Source: an optimization exercise on an open RTL-to-GDS flow (aim: small area, a short achievable clock period and few clock cycles per item). Production flows keep margins and buffers that such runs may drop.
At most, simulation tests tie the RTL to the original design; equivalence was not proved.

Setup of JK:
==> flow/design.v <==
module givens8_cordic
(
	input						clk,
	input						rst_n,
	input						start,
	input		[2:0]			index,
	input		[383:0]		data_in,
	output	[383:0]		data_out,
	output					done
);
	localparam [3:0] K_LAST = 4'd3;	 
	reg		[383:0]		r;			 
	reg		[2:0]			idx;
	reg						done_r;
	reg		[3:0]			ka  [0:7];	 
	reg		[3:0]			kb  [0:7];	 
	reg		[7:0]			busy;		 
	reg		[7:0]			pre;		 
	reg		[7:0]			rot;		 
	reg		[7:0]			scl;		 
	reg		[7:0]			s;			 
	assign done = done_r;
	assign data_out = r;
	genvar i;
	wire [7:0] imsb;
	generate for (i = 0; i < 8; i = i + 1) begin : g_msb
		assign imsb[i] = data_in[192 + 24*i + 23];
	end endgenerate
	wire [383:0] lane;
	generate for (i = 0; i < 8; i = i + 1) begin : g_lane
		wire sgn = s[i];
		wire [3:0] kya = ka[i];
		wire [3:0] kxb = kb[i];
		wire signed [23:0] xv = r[24*i +: 24];
		wire signed [23:0] yv = r[192 + 24*i +: 24];
		wire [23:0] ax = pre[i] ? 24'd0 : xv;
		wire [23:0] ay = pre[i] ? 24'd0 : yv;
		wire [23:0] ysh = yv >>> kya;
		wire [23:0] xsh = xv >>> kxb;
		wire [24:0] sx = {ax, 1'b1} + {ysh ^ {24{sgn}}, sgn};
		wire [24:0] sy = {ay, 1'b1} + {xsh ^ {24{~sgn}}, ~sgn};
		assign lane[24*i +: 24]       = sx[24:1];
		assign lane[192 + 24*i +: 24] = sy[24:1];
	end endgenerate
	wire [7:0] lmsb;
	generate for (i = 0; i < 8; i = i + 1) begin : g_lmsb
		assign lmsb[i] = lane[192 + 24*i + 23];
	end endgenerate
	wire snext = lmsb[idx];
	wire [383:0] ring;
	generate for (i = 0; i < 4; i = i + 1) begin : g_ring
		wire [23:0] e0 = r[24*(2*i)       +: 24];
		wire [23:0] e1 = r[192 + 24*(2*i) +: 24];
		wire [23:0] e2 = r[24*(2*i+1)     +: 24];
		wire signed [23:0] e3 = r[192 + 24*(2*i+1) +: 24];
		wire [23:0] m = (e3>>>1)+(e3>>>4)+(e3>>>5)+(e3>>>7)+(e3>>>8)+(e3>>>10)+(e3>>>11)+(e3>>>12)
			+(e3>>>14)+(e3>>>17)+(e3>>>18)+(e3>>>19)+(e3>>>21)+(e3>>>22)+(e3>>>24)+(e3>>>25);
		assign ring[24*(2*i)       +: 24] = m;
		assign ring[192 + 24*(2*i) +: 24] = e0;
		assign ring[24*(2*i+1)     +: 24] = e1;
		assign ring[192 + 24*(2*i+1) +: 24] = e2;
	end endgenerate
	generate for (i = 0; i < 8; i = i + 1) begin : g_pair
		wire go = start & ~busy[i];
		always @(posedge clk) begin
			if (busy[i] | start) begin
				r[24*i +: 24]       <= rot[i] ? lane[24*i +: 24] :
				                       scl[i] ? ring[24*i +: 24] : data_in[24*i +: 24];
				r[192 + 24*i +: 24] <= rot[i] ? lane[192 + 24*i +: 24] :
				                       scl[i] ? ring[192 + 24*i +: 24] : data_in[192 + 24*i +: 24];
			end
		end
		always @(posedge clk or negedge rst_n) begin
			if (!rst_n) begin
				busy[i] <= 1'b0;
				pre[i]  <= 1'b0;
				rot[i]  <= 1'b0;
				scl[i]  <= 1'b0;
				ka[i]   <= 4'd0;
				kb[i]   <= 4'd0;
				s[i]    <= 1'b0;
			end
			else if (go) begin
				busy[i] <= 1'b1;
				pre[i]  <= 1'b1;
				rot[i]  <= 1'b1;
				scl[i]  <= 1'b0;
				ka[i]   <= 4'd0;
				kb[i]   <= 4'd0;
				s[i]    <= imsb[index];
			end
			else if (busy[i]) begin
				pre[i] <= 1'b0;
				s[i]   <= snext;
				if (!pre[i]) begin
					ka[i] <= ka[i] + 4'd1;
					kb[i] <= kb[i] + 4'd1;
				end
				if (rot[i] && !pre[i] && ka[i] == 4'd15) begin
					rot[i] <= 1'b0;
					scl[i] <= 1'b1;
				end
				if (scl[i] && ka[i] == K_LAST) begin
					busy[i] <= 1'b0;
					scl[i]  <= 1'b0;
				end
			end
		end
	end endgenerate
	always @(posedge clk) begin
		if (start & ~busy[0]) idx <= index;
	end
	always @(posedge clk or negedge rst_n) begin
		if (!rst_n)
			done_r <= 1'b0;
		else if (start & ~busy[0])
			done_r <= 1'b0;
		else if (scl[0] && ka[0] == K_LAST)
			done_r <= 1'b1;
	end
endmodule
Settings: LEC_CHECK=0, CAP_MARGIN=20, CORE_MARGIN=2, CORE_UTILIZATION=40, SLEW_MARGIN=65; clock period 20.0 ns.
standard.sh (not shown) runs the stock make flow with config.mk's settings and CLKGATE_MAP_FILE= SYNTH_SCRIPT=/design/flow/synth_recipe.tcl, a recipe that flattens the netlist after the stock synthesis.
==> flow/flow/run.sh <==
#!/bin/bash
# Standard synthesis (standard.sh synth, unchanged) and the standard ORFS
# layout, with changes only to the cells the layout steps may insert:
# - port buffers are buf_2 (buffer_ports -buffer_cell) instead of the
#   default delay buffer;
# - each layout step marks the delay buffers clkdlybuf4s* don't-use, so the
#   resizer's buffers are ordinary buffers.
set -euo pipefail
bash standard.sh synth > synth.log 2>&1
export BUFFER_PORTS_ARGS="-buffer_cell sky130_fd_sc_hd__buf_2"
H="$PWD/flow/dont_use.tcl"
for step in FLOORPLAN GLOBAL_PLACE RESIZE DETAIL_PLACE REPAIR_TIMING_POST_PLACE CTS GLOBAL_ROUTE DETAIL_ROUTE; do
  export PRE_${step}_TCL="$H"
done
bash standard.sh finish > layout.log 2>&1
==> flow/flow/dont_use.tcl <==
# Sourced at the start of each layout step: keep the resizer from picking the
# slow delay buffers (clkdlybuf4s*) for the buffers it inserts.
set_dont_use [get_lib_cells sky130_fd_sc_hd__clkdlybuf4s*]
Modified inputs, MS compared to JK
==> flow/design.v <==
module givens8_cordic
(
	input						clk,
	input						rst_n,
	input						start,
	input		[2:0]			index,
	input		[383:0]		data_in,
	output	[383:0]		data_out,
	output					done
);
	localparam [4:0] C_ROT  = 5'd16;	 
	localparam [4:0] C_LAST = 5'd20;	 
	reg		[383:0]		r;			 
	reg		[2:0]			idx;
	reg						done_r;
	reg		[4:0]			c   [0:7];	 
	reg		[3:0]			k   [0:7];	 
	reg		[7:0]			busy;		 
	reg		[7:0]			pre;		 
	reg		[7:0]			scl;		 
	reg		[7:0]			s;			 
	assign done = done_r;
	assign data_out = r;
	genvar i;
	wire [7:0] imsb;
	generate for (i = 0; i < 8; i = i + 1) begin : g_msb
		assign imsb[i] = data_in[192 + 24*i + 23];
	end endgenerate
	wire [383:0] lane;
	generate for (i = 0; i < 8; i = i + 1) begin : g_lane
		wire sgn = s[i];
		wire [3:0] kk = k[i];
		wire signed [23:0] xv = r[24*i +: 24];
		wire signed [23:0] yv = r[192 + 24*i +: 24];
		wire [23:0] ax = pre[i] ? 24'd0 : xv;
		wire [23:0] ay = pre[i] ? 24'd0 : yv;
		wire [23:0] ysh = yv >>> kk;
		wire [23:0] xsh = xv >>> kk;
		wire [24:0] sx = {ax, 1'b1} + {ysh ^ {24{sgn}}, sgn};
		wire [24:0] sy = {ay, 1'b1} + {xsh ^ {24{~sgn}}, ~sgn};
		assign lane[24*i +: 24]       = sx[24:1];
		assign lane[192 + 24*i +: 24] = sy[24:1];
	end endgenerate
	wire [7:0] lmsb;
	generate for (i = 0; i < 8; i = i + 1) begin : g_lmsb
		assign lmsb[i] = lane[192 + 24*i + 23];
	end endgenerate
	wire snext = lmsb[idx];
	wire [383:0] ring;
	generate for (i = 0; i < 4; i = i + 1) begin : g_ring
		wire [23:0] e0 = r[24*(2*i)       +: 24];
		wire [23:0] e1 = r[192 + 24*(2*i) +: 24];
		wire [23:0] e2 = r[24*(2*i+1)     +: 24];
		wire signed [23:0] e3 = r[192 + 24*(2*i+1) +: 24];
		wire [23:0] m = (e3>>>1)+(e3>>>4)+(e3>>>5)+(e3>>>7)+(e3>>>8)+(e3>>>10)+(e3>>>11)+(e3>>>12)
			+(e3>>>14)+(e3>>>17)+(e3>>>18)+(e3>>>19)+(e3>>>21)+(e3>>>22)+(e3>>>24)+(e3>>>25);
		assign ring[24*(2*i)       +: 24] = m;
		assign ring[192 + 24*(2*i) +: 24] = e0;
		assign ring[24*(2*i+1)     +: 24] = e1;
		assign ring[192 + 24*(2*i+1) +: 24] = e2;
	end endgenerate
	generate for (i = 0; i < 8; i = i + 1) begin : g_pair
		wire go = start & ~busy[i];
		always @(posedge clk) begin
			if (busy[i]) begin
				r[24*i +: 24]       <= scl[i] ? ring[24*i +: 24]       : lane[24*i +: 24];
				r[192 + 24*i +: 24] <= scl[i] ? ring[192 + 24*i +: 24] : lane[192 + 24*i +: 24];
			end
			else if (start) begin
				r[24*i +: 24]       <= data_in[24*i +: 24];
				r[192 + 24*i +: 24] <= data_in[192 + 24*i +: 24];
			end
		end
		always @(posedge clk or negedge rst_n) begin
			if (!rst_n) begin
				busy[i] <= 1'b0;
				pre[i]  <= 1'b0;
				scl[i]  <= 1'b0;
				c[i]    <= 5'd0;
				k[i]    <= 4'd0;
				s[i]    <= 1'b0;
			end
			else if (go) begin
				busy[i] <= 1'b1;
				pre[i]  <= 1'b1;
				scl[i]  <= 1'b0;
				c[i]    <= 5'd0;
				k[i]    <= 4'd0;
				s[i]    <= imsb[index];
			end
			else if (busy[i]) begin
				pre[i] <= 1'b0;
				c[i]   <= c[i] + 5'd1;
				if (!pre[i]) k[i] <= k[i] + 4'd1;
				s[i]   <= snext;
				if (c[i] == C_ROT) scl[i] <= 1'b1;
				if (c[i] == C_LAST) begin
					busy[i] <= 1'b0;
					scl[i]  <= 1'b0;
				end
			end
		end
	end endgenerate
	always @(posedge clk) begin
		if (start & ~busy[0]) idx <= index;
	end
	always @(posedge clk or negedge rst_n) begin
		if (!rst_n)
			done_r <= 1'b0;
		else if (start & ~busy[0])
			done_r <= 1'b0;
		else if (busy[0] && c[0] == C_LAST)
			done_r <= 1'b1;
	end
endmodule
--- outcome ---
- [compare] base=JK new=MS: detail-routed via count per cell flat, fraction of the mapped netlist area in compound gates shows an increase of 1.3 points.
- Number of hold-slack violations in the final timing report came out exactly the same in MS and JK.
- Of MS and JK, the run reporting the lower final wirelength was JK.
- Of MS and JK, JK shows the higher area of combinational cells with multiple inputs, with MS below it.
- Number of unique standard cell types used by synthesis of MS exceeds that of JK by a little under 10%.
- MS vs. JK: critical path buffer and inverter count went down by 3.
- Compared to JK, MS has antenna diode count 6 higher.
- Sequential share of layout area: MS vs JK — no meaningful difference
Testbench counts of MS, summed over its fixed seeds: cycles 70,408, items 3,200.
The RTL of JK was laid out without a check of its function.

port drivers added, routing unchanged:
How much do the figures lean on ideal ports? The routed layouts below were timed once more, with nothing changed but the port constraints.
Step 1 assumes that a clkbuf_16 drives the clock port and a buf_2 every other input.
Step 2 moves the port delays by t, midway between the first and last clock arrival at a register: inputs arrive t later, outputs are due t later. That takes back most of the time a late clock gives input paths.
Slacks: ideal ports / drivers / drivers and shift; pairs: ideal ports / drivers.
run	t, ns	slack for setup (ns)	worst setup path at the end	clock arrival spread, ns	slew at the worst register clock pin (ns)
JK	0.782	12.709 / 12.709 / 12.709	register to register	0.048 / 0.047	0.07 / 0.07
MS	0.776	12.794 / 12.794 / 12.794	register to register	0.045 / 0.046	0.07 / 0.07
After both steps setup and hold are still met in every run listed.
